From an optimization exercise on the open Yosys and OpenROAD flow, aimed at small area; shortcuts taken in it are not production practice.
Function was checked by simulation only, so behaviour that the tests miss may differ from the original.
Power figures rest on the tool's default switching activity, not on a simulated workload.

==> flow/design.v, too long to show whole: its modules and the start of the top module <==
// module pdp11: 1000 lines
// module execute: 1027 lines
// module eis_unit: 152 lines
// module add8: 6 lines
// module radd: 18 lines
// module ipl_below: 43 lines
module pdp11(clk, reset, initial_pc, halted, waited, trapped, soft_reset,
	     bus_addr, bus_data_out, bus_data_in,
	     bus_rd, bus_wr, bus_byte_op,
	     bus_arbitrate, bus_ack, bus_error,
	     bus_i_access, bus_d_access, bus_cpu_cm,
	     mmu_fetch_va, mmu_valid_incdec,
	     mmu_trap_odd, mmu_abort, mmu_trap, mmu_wr_inhibit, mmu_incdec,
	     bus_int, bus_int_ipl, bus_int_vector, interrupt_ack_ipl, 
	     pc, psw, psw_io_wr);
  // ...
==> flow/run.sh <==
#!/bin/bash
# synth_recipe.tcl (not shown) runs the flow's synth.tcl, then flattens the netlist and writes it again
# the make line also repeats each setting of config.mk as NAME=value (left out here)
make -C /OpenROAD-flow-scripts/flow DESIGN_CONFIG=/design/flow/config.mk WORK_HOME=/design/flow/orfs CLKGATE_MAP_FILE= SYNTH_SCRIPT=/design/flow/synth_recipe.tcl finish
==> flow/config.mk <==
export PLATFORM = sky130hd
export DESIGN_NAME = pdp11
export DESIGN_NICKNAME = pdp11
export VERILOG_FILES = /design/flow/design.v
export SDC_FILE = /design/flow/constraint.sdc
export NUM_CORES = 4
export LEC_CHECK = 0
export ABC_AREA = 1
export CAP_MARGIN = 35
export CORE_MARGIN = 2
export CORE_UTILIZATION = 35
export CTS_CLUSTER_DIAMETER = 100
export CTS_CLUSTER_SIZE = 24
export SLEW_MARGIN = 35
==> flow/constraint.sdc <==
create_clock -name core_clock -period 14.0 [get_ports {clk}]
set_input_delay 2.8000 -clock core_clock [delete_from_list [all_inputs] [get_ports {clk}]]
set_output_delay 2.8000 -clock core_clock [all_outputs]
set_load 0.01 [all_outputs]
==> results.sh, run 1 <==
export IMPL_endpoint_kind="flip-flop"
export IMPL_grt_max_degree=93
export IMPL_n_all_buffers=403
export IMPL_slew_headroom_pct=26.7
export IMPL_r2r_setup_slack_ps=1090
export IMPL_wl_met2_um=101000
export IMPL_yosysSeqAreaShare_pct=25.7
export IMPL_drc=0
export IMPL_dominant_cells="multi-input gates"
export IMPL_area_growth_pct=13.2
export IMPL_multi_input_area_share_pct=56.3
export IMPL_grt_pass1_wl_um=346000
export IMPL_initial_core_util_pct=35.3
export IMPL_wl_met1_um=95300
export IMPL_fin_total_pwr_mw=13.8
export IMPL_htree_levels=1
export IMPL_finalHoldViolCount=0
export IMPL_multi_input_gates=4269
export IMPL_cp_common_cell="ha_1"
export IMPL_root_buffer="clkbuf_16"
export IMPL_clock_power_mw=1.03
export IMPL_drtPass1Iterations=10
export IMPL_clkPwrFrac_pct=7.5
export IMPL_tap_cells=1403
export IMPL_critPathBufInv=5
export IMPL_period_share_pct=92.2
export IMPL_path_class="reg -> reg"
export IMPL_grt_pass1_vias=43023
export IMPL_fillCellCount=11557
export IMPL_numCtsBuffers=29
export IMPL_synth_xor_area_share_pct=1.62
export IMPL_pg_comb_mw=10.9
export IMPL_viasPerCell=6.61
export IMPL_top_usage_layer="met2"
export IMPL_status="finished clean"
export IMPL_hold_ws_ps=470
export IMPL_hold_start="interrupt_ack_ipl[4]"
export IMPL_met3_usage_pct=17.6
export IMPL_final_clk_cell_share_pct=2.59
==> inputs of run 2 (changes only) <==
==> flow/config.mk (replaced) <==
export PLATFORM = sky130hd
export DESIGN_NAME = pdp11
export DESIGN_NICKNAME = pdp11
export VERILOG_FILES = /design/flow/design.v
export SDC_FILE = /design/flow/constraint.sdc
export NUM_CORES = 4
export LEC_CHECK = 0
export CAP_MARGIN = 35
export CORE_MARGIN = 2
export CORE_UTILIZATION = 30
export SLEW_MARGIN = 35
==> run 2 against run 1 <==
Net effect:
- still clean on timing, DRC and antenna
- sequential share of layout area shrank 0.80 points
- sequential power is essentially flat
- die area grew 17%
- critical path type unchanged
- largest power group unchanged
==> results.sh, run 2 <==
export IMPL_worstReg2RegEnd="pc[3]"
export IMPL_grt_util_all_layers_pct=37.7
export IMPL_power_density_mw_per_mm2=295
export IMPL_biggestRegsByFlops="r6: 64 flops, exec.eis_box.acc: 32 flops"
export IMPL_grt_pass1_wl_um=347000
export IMPL_dpl_hpwl_um=190000
export IMPL_htree_levels=2
export IMPL_clock_path_buffers=3
export IMPL_wirelength_um=255000
export IMPL_hold_buffers=0
export IMPL_drv_cap=0
export IMPL_final_layout_size_suffix_gt1_share_pct=12.1
export IMPL_area_growth_pct=16.5
export IMPL_required_ps=14420
export IMPL_synth_area_leaders="edfxtp_1, dfxtp_1, a21oi_1, nor2_1, nand2_1"
export IMPL_slowest_stage="nor4b_2"
export IMPL_drc=0
export IMPL_grt_max_degree=81
export IMPL_crit_path_end="pc[3]"
export IMPL_ys_types=107
export IMPL_synthArstFlopShare_pct=0
export IMPL_yosys_area_top_type="edfxtp_1"
export IMPL_largest_register_ffs=64
export IMPL_skew_ps=68.8
export IMPL_antenna_found_initial=27
export IMPL_postCtsSetupBuffers=0
export IMPL_num_rows=130
export IMPL_synth_avg_cell_area_sq_um=7.68
export IMPL_grt_ovfl_total=0
export IMPL_cp_common_cell="fa_1"
export IMPL_synth_seq_cells=384
export IMPL_root_buffer="clkbuf_16"
export IMPL_tns_ps=0
export IMPL_cp_startpoint="isn[15]"
export IMPL_die_height_um=361
export IMPL_io_buffers=156
export IMPL_period_share_pct=94.8
export IMPL_clock_latency_ps=730
export IMPL_setup_viol=0
export IMPL_rsz0062_at_grt="no"
export IMPL_finalHoldViolCount=0
export IMPL_endpoint_kind="flip-flop"
export IMPL_die_area_sq_mm=0.130
export IMPL_fin_nets=5312
export IMPL_vias=45961
export IMPL_gp_congestion=1.09
export IMPL_drtPass1Iterations=12
export IMPL_design_portCount=160
export IMPL_fmax_ghz=0.0753
export IMPL_yosysMostFrequentCell="nor2_1"
export IMPL_yosysWarnings=4
export IMPL_numCtsBuffers=49
export IMPL_reg2reg_depth=42
export IMPL_drv_slew=0
export IMPL_final_min_clock_period_ps=13270
export IMPL_r2r_start="isn[15]"
export IMPL_met3_usage_pct=15.0
export IMPL_synth_edf_count=206
export IMPL_path_class="reg -> reg"
export IMPL_power_leakage_nw=16.5
export IMPL_tightest_slew_ps=1070
export IMPL_drtAntennaViolNets=0
export IMPL_arrival_ps=13690
export IMPL_synth_commonest_cells="nor2_1, nand2_1, a21oi_1"
export IMPL_hold_ws_ps=467
export IMPL_max_stage_delay_ps=680
export IMPL_use_met1_pct=48.0
export IMPL_start_kind="flip-flop"
export IMPL_syn_area_sq_mm=0.0382
export IMPL_grt_pass1_vias=41742
export IMPL_hold_class="reg -> reg"
export IMPL_netlist_area_leader_share_pct=16.2
export IMPL_final_common_cell="nand2_1"
export IMPL_yosysSeqAreaShare_pct=25.5
export IMPL_path_max_fanout=36
export IMPL_initial_core_util_pct=30.3
export IMPL_regMostFlops="r6"
export IMPL_slew_headroom_pct=28.3
export IMPL_synthCells=4976
export IMPL_drtIter0Drc=8236
export IMPL_use_met2_pct=50.9
export IMPL_status="finished clean"
export IMPL_fillCellCount=13311
export IMPL_peakVddDrop_uv=222
export IMPL_top_usage_layer="met2"
export IMPL_path_clk_slew_ps=80
export IMPL_clock_sinks=384
export IMPL_r2r_setup_slack_ps=730
export IMPL_synth_ff_type="edfxtp_1"
export IMPL_cts_tree="yes"
export IMPL_route_detailed_wl_per_inst_um=37.8
export IMPL_cts_resized_gates=0
export IMPL_viasPerCell=6.80
export IMPL_fp_dieW_um=361
export IMPL_final_cell_mix="nand2_1, nor2_1, a21oi_1"
export IMPL_core_region_area_sq_mm=0.126
## run 2: changes by cell type after synthesis, sizes merged, moves of 33 or more
cell	change
inv	-549
nand2	-490
o21ai	-230
mux2i	+214
nand3	-141
o211ai	-96
clkbuf	+80
a21oi	-67
and3	+48
mux4	+43
o221ai	-42
nor2b	+36
a222oi	+33
a31oi	+33
## run 2: worst max-delay path, delay by kind of cell, from the launching register on
kind            cells  cell delay [ps]
buf+inv            11             2190
compound gates      5             1760
simple gates       10             1980
fa+ha+maj          16             6300
flops               1              660
## run 2: how the worst min path moves through the flow
| stage | slack (ps) | depth (start not counted) | end | start |
|---|---|---|---|---|
| 5_1_grt | 500 | 2 | bus_byte_op | bus_byte_op |
| 4_1_cts | 470 | 2 | bus_byte_op | bus_byte_op |
| 3_5_place_dp | 460 | 2 | interrupt_ack_ipl[6] | interrupt_ack_ipl[6] |
| 6_report | 470 | 2 | interrupt_ack_ipl[6] | interrupt_ack_ipl[6] |
| 3_3_place_gp | 440 | 2 | interrupt_ack_ipl[6] | interrupt_ack_ipl[6] |
| 2_1_floorplan | 440 | 2 | exec.eis_box.sign_change16 | exec.eis_box.sign_change16 |
## run 2: metal layers
metal | vias to the layer above | share of wire, % | wire [um]
met2 | 3930 | 38 | 98200
met3 | 1033 | 15 | 37400
met4 | 29 | 8.8 | 22500
li1 | 18562 | - | -
met5 | - | 0.20 | 503
met1 | 22407 | 38 | 96900
## run 2: power by group
part           internal (mW)  leakage [nW]  switching [mW]
clock                  0.741         0.833           0.630
sequential              1.52          3.55           0.382
combinational           2.94          12.2            6.93
## run 2: final cells by class
cell class | count | area [sq um] | share of cell area (%)
Antenna cell | 18 | 45.0 | 0.101
Sequential cell | 384 | 9750 | 21.9
Timing Repair Buffer | 481 | 4040 | 9.08
Inverter | 149 | 559 | 1.26
Multi-Input combinational cell | 3985 | 26400 | 59.3
Clock buffer | 68 | 1450 | 3.27
Clock inverter | 24 | 223 | 0.500
Tap cell | 1650 | 2060 | 4.64
## run 2: logic make-up after synthesis
kind of cell / count (synthesis) / synth area share [%]
muxes: 279 / 8.82
AOI/OAI and AO/OA: 1702 / 28.5
other: 1 / 0.00981
buffers and inverters: 608 / 6.40
adders and majority gates: 207 / 8.73
and+or+nand+nor: 1705 / 19.9
xor gates and xnor gates: 90 / 2.06
DFF: 384 / 25.5
## run 2: stage by stage
step / cell area [sq um] / std cells / utilization (%) / setup WS [ps] / power (mW)
finish: 44500 / 6759 / 35.3 / 726 / 13.2
global route: 44500 / 6741 / 35.3 / 654 / 13.3
CTS: 44400 / 6736 / 35.2 / 1260 / 12.4
detailed placement: 42700 / 6644 / 33.9 / 1340 / 11.0
global placement: 42600 / 6643 / 33.8 / 1440 / 11.0
floorplan: 38200 / 4977 / - / 2310 / 6.63

-- static timing again, ports no longer ideal --
How much do the figures lean on ideal ports? The routed layouts below were timed once more, with nothing changed but the port constraints. Step 1 sets driving cells, clkbuf_16 on the clock port and buf_2 on the other inputs (assumed; they add their load-dependent delay and slew). Step 2 moves the port delays by t, midway between the first and last clock arrival at a register: inputs arrive t later, outputs are due t later. That takes back most of the time a late clock gives input paths. Three values: no drivers, after step 1, after step 2; two values: the first two.
run	t (ns)	setup slack, ns	hold WS [ns]	worst register clock-pin slew, ns	worst slew at a driven data input, ns
run 1	0.758	1.088 / 1.088 / 1.088	0.470 / 0.470 / 0.470	0.11 / 0.11	0.07
run 2	0.776	0.726 / 0.726 / 0.726	0.467 / 0.467 / 0.467	0.08 / 0.08	0.08
After both steps setup and hold are still met in every run listed.
